What follows belongs to an exercise in optimizing a design on an open flow for small area; a production flow would make more cautious choices.

==> inputs of job 2516 <==
==> flow/design.v <==
module fa(input a, input b, input ci, output s, output co);
assign s = a ^ b ^ ci;
assign co = (a & b) | (a & ci) | (b & ci);
endmodule
module ha(input a, input b, output s, output co);
assign s = a ^ b;
assign co = a & b;
endmodule
module filter_lut(output [11:0] filtop,
                  input  [7:0]  x,
                  input         clk);
reg [7:0] x1, x2, x3;
always @(posedge clk) begin
  x1 <= x;
  x2 <= x1;
  x3 <= x2;
end
wire [7:0] x1n = ~x1;
wire [7:0] x0n = ~x;
wire c1 = x1 >= 8'd205;   
wire c0 = x  >= 8'd137;   
wire s1, c2;
ha u_s1 (.a(x3[0]), .b(x2[0]), .s(s1), .co(c2));
wire s3, c4;
fa u_s3 (.a(x3[1]), .b(x2[1]), .ci(c2), .s(s3), .co(c4));
wire s5, c6;
fa u_s5 (.a(x3[0]), .b(x3[2]), .ci(x2[2]), .s(s5), .co(c6));
wire s7, c8;
ha u_s7 (.a(s5), .b(c4), .s(s7), .co(c8));
wire s9, c10;
fa u_s9 (.a(x2[0]), .b(x3[1]), .ci(x3[3]), .s(s9), .co(c10));
wire s11, c12;
fa u_s11 (.a(x2[3]), .b(c6), .ci(s9), .s(s11), .co(c12));
wire s13, c14;
ha u_s13 (.a(c8), .b(s11), .s(s13), .co(c14));
wire s15, c16;
fa u_s15 (.a(x2[1]), .b(x3[2]), .ci(x3[4]), .s(s15), .co(c16));
wire s17, c18;
fa u_s17 (.a(x2[4]), .b(c10), .ci(s15), .s(s17), .co(c18));
wire s19, c20;
fa u_s19 (.a(c12), .b(s17), .ci(c14), .s(s19), .co(c20));
wire s21, c22;
fa u_s21 (.a(x2[2]), .b(x3[3]), .ci(x3[5]), .s(s21), .co(c22));
wire s23, c24;
fa u_s23 (.a(x2[5]), .b(c16), .ci(s21), .s(s23), .co(c24));
wire s25, c26;
fa u_s25 (.a(c18), .b(s23), .ci(c20), .s(s25), .co(c26));
wire s27, c28;
fa u_s27 (.a(x2[3]), .b(x3[4]), .ci(x3[6]), .s(s27), .co(c28));
wire s29, c30;
fa u_s29 (.a(x2[6]), .b(c22), .ci(s27), .s(s29), .co(c30));
wire s31, c32;
fa u_s31 (.a(c24), .b(s29), .ci(c26), .s(s31), .co(c32));
wire s33, c34;
fa u_s33 (.a(x2[4]), .b(x3[5]), .ci(x3[7]), .s(s33), .co(c34));
wire s35, c36;
fa u_s35 (.a(x2[7]), .b(c28), .ci(s33), .s(s35), .co(c36));
wire s37, c38;
fa u_s37 (.a(c30), .b(s35), .ci(c32), .s(s37), .co(c38));
wire s39, c40;
fa u_s39 (.a(x2[5]), .b(x3[6]), .ci(c34), .s(s39), .co(c40));
wire s41, c42;
fa u_s41 (.a(c36), .b(s39), .ci(c38), .s(s41), .co(c42));
wire s43, c44;
fa u_s43 (.a(x2[6]), .b(x3[7]), .ci(c40), .s(s43), .co(c44));
wire s45, c46;
ha u_s45 (.a(s43), .b(c42), .s(s45), .co(c46));
wire s47 = x2[7] ^ c44 ^ c46;
wire s48, c49;
ha u_s48 (.a(s1), .b(x[0]), .s(s48), .co(c49));
wire s50, c51;
fa u_s50 (.a(x1n[0]), .b(s3), .ci(x[1]), .s(s50), .co(c51));
wire s52 = ~(c49 ^ s50);
wire c53 = c49 | s50;
wire s54, c55;
fa u_s54 (.a(x1n[1]), .b(s7), .ci(x[2]), .s(s54), .co(c55));
wire s56, c57;
fa u_s56 (.a(c51), .b(s54), .ci(c53), .s(s56), .co(c57));
wire s58, c59;
fa u_s58 (.a(x1n[0]), .b(x1n[2]), .ci(s13), .s(s58), .co(c59));
wire s60, c61;
fa u_s60 (.a(x[3]), .b(s58), .ci(c55), .s(s60), .co(c61));
wire s62 = ~(s60 ^ c57);
wire c63 = s60 | c57;
wire s64, c65;
fa u_s64 (.a(x1n[1]), .b(x1n[3]), .ci(x[4]), .s(s64), .co(c65));
wire s66, c67;
fa u_s66 (.a(x0n[0]), .b(c59), .ci(s19), .s(s66), .co(c67));
wire s68, c69;
fa u_s68 (.a(s64), .b(s66), .ci(c61), .s(s68), .co(c69));
wire s70 = ~(s68 ^ c63);
wire c71 = s68 | c63;
wire s72, c73;
fa u_s72 (.a(x1n[2]), .b(x1n[4]), .ci(x[5]), .s(s72), .co(c73));
wire s74, c75;
fa u_s74 (.a(x0n[1]), .b(c65), .ci(s72), .s(s74), .co(c75));
wire s76, c77;
fa u_s76 (.a(s25), .b(c67), .ci(s74), .s(s76), .co(c77));
wire s78, c79;
fa u_s78 (.a(c69), .b(s76), .ci(c71), .s(s78), .co(c79));
wire s80, c81;
fa u_s80 (.a(x1n[3]), .b(x1n[5]), .ci(x[6]), .s(s80), .co(c81));
wire s82, c83;
fa u_s82 (.a(x0n[2]), .b(c73), .ci(s80), .s(s82), .co(c83));
wire s84, c85;
fa u_s84 (.a(c75), .b(s31), .ci(s82), .s(s84), .co(c85));
wire s86, c87;
fa u_s86 (.a(c77), .b(s84), .ci(c79), .s(s86), .co(c87));
wire s88, c89;
fa u_s88 (.a(x1n[4]), .b(x1n[6]), .ci(x[7]), .s(s88), .co(c89));
wire s90, c91;
fa u_s90 (.a(x0n[3]), .b(c81), .ci(s88), .s(s90), .co(c91));
wire s92, c93;
fa u_s92 (.a(c83), .b(s90), .ci(s37), .s(s92), .co(c93));
wire s94, c95;
fa u_s94 (.a(c85), .b(s92), .ci(c87), .s(s94), .co(c95));
wire s96, c97;
fa u_s96 (.a(x1n[5]), .b(x1n[7]), .ci(x0n[4]), .s(s96), .co(c97));
wire s98, c99;
fa u_s98 (.a(c89), .b(s96), .ci(c91), .s(s98), .co(c99));
wire s100, c101;
fa u_s100 (.a(s98), .b(s41), .ci(c93), .s(s100), .co(c101));
wire s102, c103;
ha u_s102 (.a(s100), .b(c95), .s(s102), .co(c103));
wire s104, c105;
fa u_s104 (.a(x1n[6]), .b(x0n[5]), .ci(c97), .s(s104), .co(c105));
wire s106, c107;
fa u_s106 (.a(s104), .b(c99), .ci(s45), .s(s106), .co(c107));
wire s108, c109;
fa u_s108 (.a(c101), .b(s106), .ci(c103), .s(s108), .co(c109));
wire s110 = ~s108;
wire s111, c112;
fa u_s111 (.a(x1n[7]), .b(x0n[6]), .ci(c105), .s(s111), .co(c112));
wire s113, c114;
fa u_s113 (.a(s111), .b(c107), .ci(s47), .s(s113), .co(c114));
wire s115, c116;
fa u_s115 (.a(s113), .b(c109), .ci(s108), .s(s115), .co(c116));
wire s117 = ~s115;
wire s118, c119;
fa u_s118 (.a(c1), .b(x0n[7]), .ci(c0), .s(s118), .co(c119));
wire s120, c121;
fa u_s120 (.a(s118), .b(c112), .ci(c114), .s(s120), .co(c121));
wire s122, c123;
fa u_s122 (.a(s120), .b(c116), .ci(s115), .s(s122), .co(c123));
wire s124 = c119 ^ c121 ^ c123;
wire [10:0] L = {s117, s110, s102, s94, s86, s78, s70, s62, s56, s52, s48};
wire neg = s124;   
wire [10:0] lor;   
assign lor[0] = L[0];
genvar i;
generate for (i = 1; i < 11; i = i + 1) begin : g_or
  assign lor[i] = lor[i-1] | L[i];
end endgenerate
wire [10:0] mag = L ^ ({lor[9:0], 1'b0} & {11{neg}});
assign filtop = {neg | (~lor[10] & (x != 8'd0)), mag};
endmodule
==> flow/flow/run.sh <==
#!/bin/bash
# The standard ORFS layout (standard.sh), except that the port buffers that
# buffer_ports inserts on every input and output use the smallest buffer cell
# (buf_1) instead of the delay-buffer cell it picks by default.
set -euo pipefail
export BUFFER_PORTS_ARGS="-buffer_cell sky130_fd_sc_hd__buf_1"
bash standard.sh > standard.log 2>&1
==> flow/standard.sh <==
#!/bin/bash
# synth_recipe.tcl (not shown) runs the flow's synth.tcl, then flattens the netlist and writes it again
# the make line also repeats each setting of config.mk as NAME=value (left out here)
make -C /OpenROAD-flow-scripts/flow DESIGN_CONFIG=/design/flow/config.mk WORK_HOME=/design/flow/orfs CLKGATE_MAP_FILE= SYNTH_SCRIPT=/design/flow/synth_recipe.tcl "${@:-finish}"
==> flow/config.mk <==
export PLATFORM = sky130hd
export DESIGN_NAME = filter_lut
export DESIGN_NICKNAME = filter_lut
export VERILOG_FILES = /design/flow/design.v
export SDC_FILE = /design/flow/constraint.sdc
export NUM_CORES = 4
export LEC_CHECK = 0
export CAP_MARGIN = 20
export CORE_MARGIN = 2
export CORE_UTILIZATION = 40
export GPL_TIMING_DRIVEN = 0
export SLEW_MARGIN = 20
export SYNTH_HIERARCHICAL = 1
export SYNTH_MINIMUM_KEEP_SIZE = 0
==> flow/constraint.sdc <==
create_clock -name core_clock -period 10.0 [get_ports {clk}]
set_input_delay 2.0000 -clock core_clock [delete_from_list [all_inputs] [get_ports {clk}]]
set_output_delay 2.0000 -clock core_clock [all_outputs]
set_load 0.01 [all_outputs]
==> inputs of job 3015, as changes to job 2516 <==
==> flow/run.sh (new file) <==
#!/bin/bash
# synth_recipe.tcl (not shown) runs the flow's synth.tcl, then flattens the netlist and writes it again
# the make line also repeats each setting of config.mk as NAME=value (left out here)
make -C /OpenROAD-flow-scripts/flow DESIGN_CONFIG=/design/flow/config.mk WORK_HOME=/design/flow/orfs CLKGATE_MAP_FILE= SYNTH_SCRIPT=/design/flow/synth_recipe.tcl finish
- CTS_BUF_LIST: default -> sky130_fd_sc_hd__clkbuf_4
- GPL_TIMING_DRIVEN: 0 -> default
removed: flow/flow/run.sh
removed: flow/standard.sh
==> results.txt <==
                                                                            job 3015                 job 2516
R2r endpoint                                                                   x3[3]                    x3[4]
Share of the final layout cell area in multi-input gates                       59.8%                    64.6%
Bufs and invs on worst path                                                        4                        3
Routed length on met3                                                         146 um                   132 um
Setup WS pre-CTS                                                          -0.0281 ns                 0.464 ns
Smallest hold slack                                                         0.358 ns                 0.356 ns
Count of nets after finishing                                                    252                      243
DRT iter0 DRCs                                                                    32                       19
Number of signal-net buffers in the layout                                        31                       22
Utilization of the core after routing                                          49.6%                    46.0%
Status                                                       complete, no violations  complete, no violations
Fraction of the cycle the final worst path needs                               97.8%                    94.9%
Number of filler instances in the final layout                                   442                      457
Avg WL per Cell                                                              13.5 um                  13.8 um
Total Routed Length                                                          3360 um                  3290 um
Count of cell instances traversed by the critical path                            18                       17
Placed cell area                                                           2320 um^2                2160 um^2
Global Route met2 Usage                                                        23.9%                    24.9%
Half-perimeter wire length of the detailed placement result                  3080 um                  3070 um
Met1 layer usage reported by global route                                      19.2%                    19.2%
No run of this note included a check of the RTL's function; only the layout flow was run.

-- separate check: timing with driven ports --
The results above use ideal ports. As a check the final layouts listed here were re-extracted and re-timed, cells and wires unchanged. Step 1: set_driving_cell puts a clkbuf_16 on clk and a buf_2 on each other input, an assumption about the parent block. Step 2, shift: input delay + t, output delay - t, t = (earliest + latest rising clock arrival at the registers) / 2. This alone moves slack from input paths to output paths. Three values: ideal, step 1, step 2; two values: the first two.
run	t (ns)	setup WS [ns]	worst hold slack (ns)	worst data-port slew with drivers (ns)	cell pins on the clock port's net
job 2516	0.284	0.508 / 0.484 / 0.484	0.356 / 0.356 / 0.356	0.03	1
job 3015	0.327	0.218 / 0.189 / 0.189	0.358 / 0.358 / 0.358	0.03	1
After both steps setup and hold are still met in every run listed. The setup slack of job 3015, which loses most, moves by -0.029 ns with the drivers and by -0.029 ns with both steps.
